Background: an optimization exercise with open tools, aiming at small area. Do not read the settings as production practice.
Where RTL was checked, it was by simulation tests only, not by an equivalence proof against the original.
Power figures rest on the tool's default switching activity, not on a simulated workload.

## sierra
## decodeAndMap
module decodeAndMap(drawX, drawY, drawColour, WE, resetn, clock, shapeselect, inputColour, vs_n, rotateX, rotateY, rotateZ, invert, pitch, roll, yaw, doneShape);
clock: 12.0 ns
lec_check: 0
cap_margin: 30
core_margin: 2
core_utilization: 75
cts_buf_list: sky130_fd_sc_hd__clkbuf_16
cts_cluster_diameter: 100
cts_cluster_size: 30
slew_margin: 20
run.sh (not shown) runs the stock make flow with config.mk's settings and CLKGATE_MAP_FILE= SYNTH_SCRIPT=/design/flow/synth_recipe.tcl, a recipe that flattens the netlist after the stock synthesis.
> inputs changed (sierra -> fjord)
diff --git a/flow/config.mk b/flow/config.mk
--- a/flow/config.mk
+++ b/flow/config.mk
@@ -13,2 +13,3 @@
 export CTS_CLUSTER_SIZE = 30
+export GPL_ROUTABILITY_DRIVEN = 0
 export SLEW_MARGIN = 20
Notes after the runs:
fjord against sierra: design area stayed essentially flat, met2 wirelength from detailed routing decreased by about 1% relative to the old numbers, worst setup slack lower, fraction of the cycle the final worst path needs barely changed, sequential share of layout area saw little to no change.
fjord against sierra: power roughly the same; sequential group share of total power lower.
The final reports for fjord and sierra show number of iterations in the first detailed-routing pass lower in the former.
sierra → fjord: shortest clock period the worst path allows after layout went up 0.0097 ns; worst hold slack after final layout barely changed.
From fjord to sierra, residual overflow from global routing did not move at all.

decodeAndMap, a different RTL version from the one above (not shown whole).
Size: about 1500 cells after synthesis, roughly 700 flip-flops, about 59 I/O pins, roughly 20000 µm² of cells after synthesis.
==> flow/config.mk <==
export PLATFORM = sky130hd
export DESIGN_NAME = decodeAndMap
export DESIGN_NICKNAME = decodeAndMap
export VERILOG_FILES = /design/flow/design.v
export SDC_FILE = /design/flow/constraint.sdc
export NUM_CORES = 8
export LEC_CHECK = 0
export CAP_MARGIN = 30
export CORE_MARGIN = 2
export CORE_UTILIZATION = 65
export CTS_BUF_LIST = sky130_fd_sc_hd__clkbuf_8 sky130_fd_sc_hd__clkbuf_16
export CTS_CLUSTER_DIAMETER = 50
export CTS_CLUSTER_SIZE = 20
export SLEW_MARGIN = 20
==> flow/constraint.sdc <==
create_clock -name core_clock -period 12.0 [get_ports {clock}]
set_input_delay 2.4000 -clock core_clock [delete_from_list [all_inputs] [get_ports {clock}]]
set_output_delay 2.4000 -clock core_clock [all_outputs]
set_load 0.01 [all_outputs]
Change:
Settings changed: CTS_BUF_LIST sky130_fd_sc_hd__clkbuf_8 sky130_fd_sc_hd__clkbuf_16 to sky130_fd_sc_hd__clkbuf_16, CTS_CLUSTER_DIAMETER 50 to 40, CTS_CLUSTER_SIZE 20 to 40.
Result:
- area after synthesis stays the same
- first-iteration DRC count drops by 8.4%
- final area went up by 2.6%
- via count went up by 0.76%
- count of clock-buffer cells in the layout goes up by 2
- worst setup slack got worse by 0.0040 ns
- final cell count went up by 1.5%
- clock skew rises by 0.021 ns
Change:
Settings changed: CTS_CLUSTER_DIAMETER 40 to 50, CTS_CLUSTER_SIZE 40 to 36.
After rerunning:
- via count drops by 1.1%
- die area stays the same
- critical path depth does not change
- power shrinks by 7.6%
- setup slack is about the same
- final cell count decreases by 1.2%
- synthesized area does not change
- clock-buffer cell count goes down by 13
- final area came out lower by 2.2%
- sequential power hardly moves
No functional check of the RTL was part of any run of this note.

== build 8 ==
Another version of the RTL of decodeAndMap (not shown whole).
For scale: roughly 1500 cells after synthesis, about 59 I/O pins.
make LEC_CHECK=0 CAP_MARGIN=30 CORE_MARGIN=2 CORE_UTILIZATION=70 CTS_BUF_LIST=sky130_fd_sc_hd__clkbuf_16 CTS_CLUSTER_DIAMETER=100 CTS_CLUSTER_SIZE=30 SLEW_MARGIN=20 finish   # period 12.0 ns
The following lists how build 23 was set up differently from build 8:
# build 8
export LEC_CHECK = 0
export CAP_MARGIN = 30
export CORE_MARGIN = 2
export CORE_UTILIZATION = 70
export CTS_BUF_LIST = sky130_fd_sc_hd__clkbuf_16
export CTS_CLUSTER_DIAMETER = 100
export CTS_CLUSTER_SIZE = 30
export SLEW_MARGIN = 20
create_clock -name core_clock -period 12.0 [get_ports {clock}]
# build 23
export LEC_CHECK = 0
export CAP_MARGIN = 30
export CORE_ASPECT_RATIO = 0.6
export CORE_MARGIN = 2
export CORE_UTILIZATION = 75
export CTS_BUF_LIST = sky130_fd_sc_hd__clkbuf_16
export CTS_CLUSTER_DIAMETER = 100
export CTS_CLUSTER_SIZE = 30
export SLEW_MARGIN = 20
create_clock -name core_clock -period 12.0 [get_ports {clock}]
Findings:
- Relative to build 8, the number of global-route vias before repair measured on build 23 has increased by more than 10%.
- Going from build 8 to build 23, detailed-route wire length on metal 1 grows by 11%.
- Compared with build 8, in build 23 wire length of the first global-routing pass higher, starting density of the core higher, non-filler instance count after layout lower, number of buffers created by CTS lower.
- Global-route usage was lower in the run labelled build 8.
- Build 23 vs. build 8: number of enable-type register cells in the synthesized netlist essentially unchanged; relative max-transition margin decreased 0.57 points; clock network fraction of design power decreased 0.8 points; design area essentially unchanged.
Inputs modified between build 23 and build 43:
# build 23
export LEC_CHECK = 0
export CAP_MARGIN = 30
export CORE_ASPECT_RATIO = 0.6
export CORE_MARGIN = 2
export CORE_UTILIZATION = 75
export CTS_BUF_LIST = sky130_fd_sc_hd__clkbuf_16
export CTS_CLUSTER_DIAMETER = 100
export CTS_CLUSTER_SIZE = 30
export SLEW_MARGIN = 20
create_clock -name core_clock -period 12.0 [get_ports {clock}]
# build 43
export LEC_CHECK = 0
export CAP_MARGIN = 30
export CORE_MARGIN = 2
export CORE_UTILIZATION = 75
export CTS_BUF_LIST = sky130_fd_sc_hd__clkbuf_16
export CTS_CLUSTER_DIAMETER = 100
export CTS_CLUSTER_SIZE = 30
export SLEW_MARGIN = 20
create_clock -name core_clock -period 12.0 [get_ports {clock}]
Looking at build 43 and build 23, the clock power is a wash. Design area essentially unchanged between build 43 and build 23. Looking at share of total power in combinational logic, build 43 sits below build 23. Summary of build 43 over build 23: wire length after detailed routing down 18%, synthesized cell count flat, length of the first detailed-routing pass in iterations down 3, row count up about 30%.
Edits applied to the flow inputs when going from build 43 to build 15:
# build 43
export LEC_CHECK = 0
export CAP_MARGIN = 30
export CORE_MARGIN = 2
export CORE_UTILIZATION = 75
export CTS_BUF_LIST = sky130_fd_sc_hd__clkbuf_16
export CTS_CLUSTER_DIAMETER = 100
export CTS_CLUSTER_SIZE = 30
export SLEW_MARGIN = 20
create_clock -name core_clock -period 12.0 [get_ports {clock}]
# build 15
export LEC_CHECK = 0
export CAP_MARGIN = 30
export CORE_MARGIN = 2
export CORE_UTILIZATION = 75
export CTS_BUF_LIST = sky130_fd_sc_hd__clkbuf_16
export CTS_CLUSTER_DIAMETER = 120
export CTS_CLUSTER_SIZE = 30
export SLEW_MARGIN = 20
create_clock -name core_clock -period 12.0 [get_ports {clock}]
- Diff build 43 -> build 15: peak supply drop up 2.2%, smallest setup slack after layout flat.
- Per-cell via count in the routed design on build 15 is up relative to build 43.
- Between build 43 and build 15, the number of non-clock buffers figures differ only marginally.
- Core area: build 43 vs build 15 identical
- Re number of sinks on the clock net: no difference whatsoever between build 15 and build 43.
- Going from build 43 to build 15, total power draw went down by 0.45%; clock share of power comparable.

[what the ideal ports hide]
No port has a modelled driver above. Below, the same layouts with a new extraction and two added sets of constraints. Step 1, drivers: a clkbuf_16 drives clock and a buf_2 each remaining input, both assumed. Step 2 adds t to the input delays and takes it off the output delays; t is the mean of the earliest and latest rising clock arrival at the registers after step 1. Input paths then give back, and output paths get back, about the clock's delay inside the block. Slacks: ideal / step 1 / step 2; pairs: ideal / step 1.
run	shift t [ns]	setup WS [ns]	pins driven straight from the clock port
sierra	0.641	6.104 / 6.074 / 6.074	1
fjord	0.645	6.094 / 6.061 / 6.061	1
the first run of note 2	0.603	6.074 / 6.049 / 6.049	1
the second run of note 2	0.619	6.069 / 6.045 / 6.045	1
the third run of note 2	0.600	6.068 / 6.043 / 6.043	1
build 8	0.629	6.111 / 6.086 / 6.086	1
build 23	0.633	6.094 / 6.067 / 5.964	1
build 43	0.625	5.992 / 5.960 / 5.960	1
build 15	0.616	5.991 / 5.959 / 5.959	1
After both steps setup and hold are still met in every run listed. For build 23, which loses most, drivers alone change the setup slack by -0.027 ns; drivers and shift together by -0.130 ns.
